From an optimization exercise on the open Yosys and OpenROAD flow, aimed at small area, a short achievable clock period and few clock cycles per item; shortcuts taken in it are not production practice. Only simulation tests tie the RTL to the original design; equivalence was not proved. No activity file was given, so power comes from the tool's default toggle rates.

==> flow/design.v (excerpt) <==
module sqrt_mult_system (
    input clk_i,
    input rst_i,
    input start_i,
    input [7:0] a_bi,
    input [7:0] b_bi,
    output [15:0] result,
    output done
);
Size: ~36 I/O pins, roughly 0.0013 sq mm of cells after synthesis.
export LEC_CHECK = 0
export CAP_MARGIN = 20
export CORE_MARGIN = 2
export CORE_UTILIZATION = 40
export SETUP_SLACK_MARGIN = 2.3
export SLEW_MARGIN = 20
export TNS_END_PERCENT = 100
create_clock -name core_clock -period 5.0 [get_ports {clk_i}]
standard.sh (not shown) runs the stock make flow with config.mk's settings and CLKGATE_MAP_FILE= SYNTH_SCRIPT=/design/flow/synth_recipe.tcl, a recipe that flattens the netlist after the stock synthesis.
==> flow/flow/run.sh <==
#!/bin/bash
# Layout flow: the standard ORFS flow, with two changes.
#  1. Synthesis is ORFS's own script (with the standard flow's -nofsm -noshare wrapper,
#     flatten and renaming, as in synth_recipe.tcl), but ABC maps with the
#     script in flow/abc.script (the logic feeding the output ports first,
#     with flow/abc_post.script if present), and full/half adder extraction
#     can be skipped.
#  2. The port buffers inserted during placement are buf cells instead of
#     the slow clkdlybuf cells that buffer_ports picks by default.
# Settings come from flow/params.sh. Each tool's output goes to its own log.
set -euo pipefail
HERE=$(pwd)
source "$HERE/flow/params.sh"
export MY_ABC_SCRIPT="$HERE/flow/abc.script"
if [ -f "$HERE/flow/abc_post.script" ]; then export MY_ABC_POST_SCRIPT="$HERE/flow/abc_post.script"; fi
export MY_NOFA
export BUFFER_PORTS_ARGS="-buffer_cell $PORT_BUFFER"
sed "s#SYNTH_SCRIPT=[^ ]*#SYNTH_SCRIPT=$HERE/flow/synth.tcl#" standard.sh > my_standard.sh
bash my_standard.sh finish > flow_make.log 2>&1
==> flow/flow/abc.script <==
strash
dch
map -D 1300
topo
stime -c
==> flow/flow/abc_post.script <==
strash
dch
map -D 300
topo
stime -c
==> flow/flow/params.sh <==
MY_NOFA=1
PORT_BUFFER=sky130_fd_sc_hd__buf_1
==> flow/flow/synth.tcl <==
# synth_recipe.tcl with hooks: abc runs flow/abc.script (MY_ABC_SCRIPT);
# when MY_ABC_POST_SCRIPT is set, the logic in the input cone of the output
# ports (back to the flip-flops) is mapped first, with that script; and
# extract_fa is skipped when MY_NOFA is 1.
proc synth {args} { yosys synth -nofsm -noshare {*}$args }
proc abc {args} {
  set out {}
  set skip 0
  foreach a $args {
    if {$skip} { set skip 0; continue }
    if {$a eq "-script" || $a eq "-D"} { set skip 1; continue }
    lappend out $a
  }
  if {[info exists ::env(MY_ABC_POST_SCRIPT)] && $::env(MY_ABC_POST_SCRIPT) ne ""} {
    set outp $out
    lappend outp -script $::env(MY_ABC_POST_SCRIPT)
    yosys select -set postcone o:* %ci*:-sky130_fd_sc_hd__dfxtp_1
    yosys abc {*}$outp @postcone
  }
  lappend out -script $::env(MY_ABC_SCRIPT)
  yosys abc {*}$out
}
if {$::env(MY_NOFA)} { proc extract_fa {args} {} }
source $::env(SCRIPTS_DIR)/synth.tcl
# left out here: clear keep_hierarchy, flatten, clean up, hide names made inside functions, write 1_2_yosys.v
Testbench counts at the start, summed over its fixed seeds: cycles 8,000, items 4,000.
Edit:
--- a/flow/flow/run.sh
+++ b/flow/flow/run.sh
@@ -2 +2 @@
-# Layout flow: the standard ORFS flow, with two changes.
+# Layout flow: the standard ORFS flow, with three changes.
@@ -9,0 +10,2 @@
+#  3. With SKIP_TIE_FANOUT=1, the one tie cell from synthesis drives all
+#     constant outputs (floorplan does not make a tie cell per output).
@@ -17,0 +20 @@
+if [ "${SKIP_TIE_FANOUT:-0}" = 1 ]; then export SKIP_REPAIR_TIE_FANOUT=1; fi
==> flow/flow/params.sh (replaced) <==
MY_NOFA=1
PORT_BUFFER=sky130_fd_sc_hd__buf_1
SKIP_TIE_FANOUT=1
- SETUP_SLACK_MARGIN: 2.3 -> 2.2
- TNS_END_PERCENT: 100 -> default
=> Synthesized area does not change. Sequential share of layout area came out higher by 0.28 points. Cell count drops slightly. Die area is unchanged. Fmax shrinks by a few percent. Sequential cell count does not change.

* * *

## JK
Another version of the RTL of sqrt_mult_system (not shown whole).
Size: about 1400 um^2 of cells after synthesis.
## sqrt_mult_system
module sqrt_mult_system (
    input clk_i,
    input rst_i,
    input start_i,
    input [7:0] a_bi,
    input [7:0] b_bi,
    output [15:0] result,
    output done
);
==> flow/config.mk <==
export PLATFORM = sky130hd
export DESIGN_NAME = sqrt_mult_system
export DESIGN_NICKNAME = sqrt_mult_system
export VERILOG_FILES = /design/flow/design.v
export SDC_FILE = /design/flow/constraint.sdc
export NUM_CORES = 4
export LEC_CHECK = 0
export CAP_MARGIN = 20
export CORE_MARGIN = 2
export CORE_UTILIZATION = 40
export SLEW_MARGIN = 20
==> flow/constraint.sdc <==
create_clock -name core_clock -period 5.0 [get_ports {clk_i}]
set_input_delay 1.0000 -clock core_clock [delete_from_list [all_inputs] [get_ports {clk_i}]]
set_output_delay 1.0000 -clock core_clock [all_outputs]
set_load 0.01 [all_outputs]
==> flow/flow/run.sh <==
#!/bin/bash
# Layout flow: the standard ORFS flow, with two changes.
#  1. Synthesis is ORFS's own script (with the standard flow's -nofsm -noshare wrapper,
#     flatten and renaming, as in synth_recipe.tcl), but ABC maps with the
#     script in flow/abc.script and full/half adder extraction can be skipped.
#  2. The port buffers inserted during placement are buf cells instead of
#     the slow clkdlybuf cells that buffer_ports picks by default.
# Settings come from flow/params.sh. Each tool's output goes to its own log.
set -euo pipefail
HERE=$(pwd)
source "$HERE/flow/params.sh"
export MY_ABC_SCRIPT="$HERE/flow/abc.script"
export MY_NOFA
export BUFFER_PORTS_ARGS="-buffer_cell $PORT_BUFFER"
sed "s#SYNTH_SCRIPT=[^ ]*#SYNTH_SCRIPT=$HERE/flow/synth.tcl#" standard.sh > my_standard.sh
bash my_standard.sh finish > flow_make.log 2>&1
==> flow/flow/abc.script <==
strash
dch
map -D 1000
topo
stime -c
==> flow/flow/params.sh <==
MY_NOFA=1
PORT_BUFFER=sky130_fd_sc_hd__buf_1
==> flow/flow/synth.tcl <==
# synth_recipe.tcl with two hooks: abc runs flow/abc.script (MY_ABC_SCRIPT),
# and extract_fa is skipped when MY_NOFA is 1.
proc synth {args} { yosys synth -nofsm -noshare {*}$args }
proc abc {args} {
  set out {}
  set skip 0
  foreach a $args {
    if {$skip} { set skip 0; continue }
    if {$a eq "-script" || $a eq "-D"} { set skip 1; continue }
    lappend out $a
  }
  lappend out -script $::env(MY_ABC_SCRIPT)
  yosys abc {*}$out
}
if {$::env(MY_NOFA)} { proc extract_fa {args} {} }
source $::env(SCRIPTS_DIR)/synth.tcl
# left out here: clear keep_hierarchy, flatten, clean up, hide names made inside functions, write 1_2_yosys.v
Testbench counts of JK, summed over its fixed seeds: cycles 8,000, items 4,000.
Edits applied to the flow inputs when going from JK to MS:
Settings: putting SETUP_SLACK_MARGIN at 2.0 where nothing was set; swapping 40 for 60 in CORE_UTILIZATION.
==> notes.md <==
met3 demand-to-capacity share in global routing up 2.7 points in MS wrt JK. MS against JK: worst hold slack shows an increase of 0.014 ns, combinational gate power increased by about 3% relative to the old numbers, multi-input combinational area share rose by 1.1 points. Delta (MS minus JK): via count grew by 63, final cycle utilization of the critical path shrank by 2.9 points, share of layout cells above drive strength 1 grew by 1.3 points.
--- input diff MS..AL ---
Settings: CORE_UTILIZATION now 40, was 60.
[compare] base=MS new=AL: total power went up about 0.56%, share of the clock period used by the worst path after layout went down 0.43 points, first-pass GRT wire length went up 3.9%, final critical delay including setup and external delays went down 0.021 ns, die footprint went up about 46%. Compared with MS, AL ends up with a larger final cell area. Lower via count was reported by AL, not MS. There was hardly any difference in clock-pin slew on the worst setup and hold paths between MS and AL.
--- input diff AL..TR ---
Settings: SETUP_SLACK_MARGIN now 2.2, was 2.0.
==> flow/flow/abc.script <==
strash
dch
map -D 800
topo
stime -c
### Flow results
TR was carried through to the last stage, and its layout satisfied the timing, design-rule and antenna checks.
[TR] design area rose 9.6% relative to AL
The final reports for TR and AL show clock power higher in the former.
Summary of TR over AL: hold slack moved down; utilization of the core after routing rose by 2.8 points.
AL → TR: global-route usage now larger; shortest clock period the worst path allows after layout now smaller.
[TR vs AL] fmax: higher in TR
In the flow results for AL and TR, the number of nets in the final layout is larger on TR.
## Diff of input files: PW against TR
Settings: swapping 2.2 for 2.0 in SETUP_SLACK_MARGIN.
==> flow/flow/abc.script <==
strash
dch
map -a
topo
stime -c
Results
On core utilization, PW and TR are neck and neck. PW ended up with cy_r$_DFF_P_ as its launch point of the critical path; TR ended up with up_hi[1]$_DFF_P_. Summary of PW over TR: total power decreased by 3.8% relative to the old numbers; internal power component went down 0.0044 mW; setup slack of the critical path after layout saw a decrease; average wire per cell in the routed design has decreased. TR reports its cell type of the slowest stage on the worst timing path as sky130_fd_sc_hd__dfxtp_2 while PW reports sky130_fd_sc_hd__a311o_2.

-- static timing again, ports no longer ideal --
Ports are ideal in the flow. The routed layouts listed here were re-timed in OpenROAD.
Step 1 (the two cells are an assumption about what drives the block):
set clk [get_ports {clk_i}]
set_driving_cell -lib_cell sky130_fd_sc_hd__clkbuf_16 $clk
set_driving_cell -lib_cell sky130_fd_sc_hd__buf_2 [delete_from_list [all_inputs] $clk]
Step 2 adds t to the input delays and takes it off the output delays; t is the mean of the earliest and latest rising clock arrival at the registers after step 1. Input paths then give back, and output paths get back, about the clock's delay inside the block.
a / b / c = no drivers / after step 1 / after step 2; a / b = the first two.
run | shift t [ns] | setup WS [ns] | slew at the worst register clock pin (ns) | cell pins on the clock port's net
the first run of note 1 | 0.315 | 2.462 / 2.462 / 2.149 | 0.10 / 0.10 | 1
the second run of note 1 | 0.301 | 2.385 / 2.362 / 2.106 | 0.10 / 0.10 | 1
JK | 0.315 | 2.054 / 2.032 / 2.006 | 0.09 / 0.09 | 1
MS | 0.314 | 2.198 / 2.177 / 2.019 | 0.10 / 0.10 | 1
AL | 0.316 | 2.220 / 2.198 / 2.014 | 0.09 / 0.09 | 1
TR | 0.320 | 2.332 / 2.311 / 2.172 | 0.11 / 0.11 | 1
PW | 0.312 | 2.037 / 2.016 / 2.046 | 0.10 / 0.10 | 1
After both steps every run listed still meets setup and hold. For the first run of note 1, which loses most, drivers alone change the setup slack by 0.000 ns; drivers and shift together by -0.313 ns.
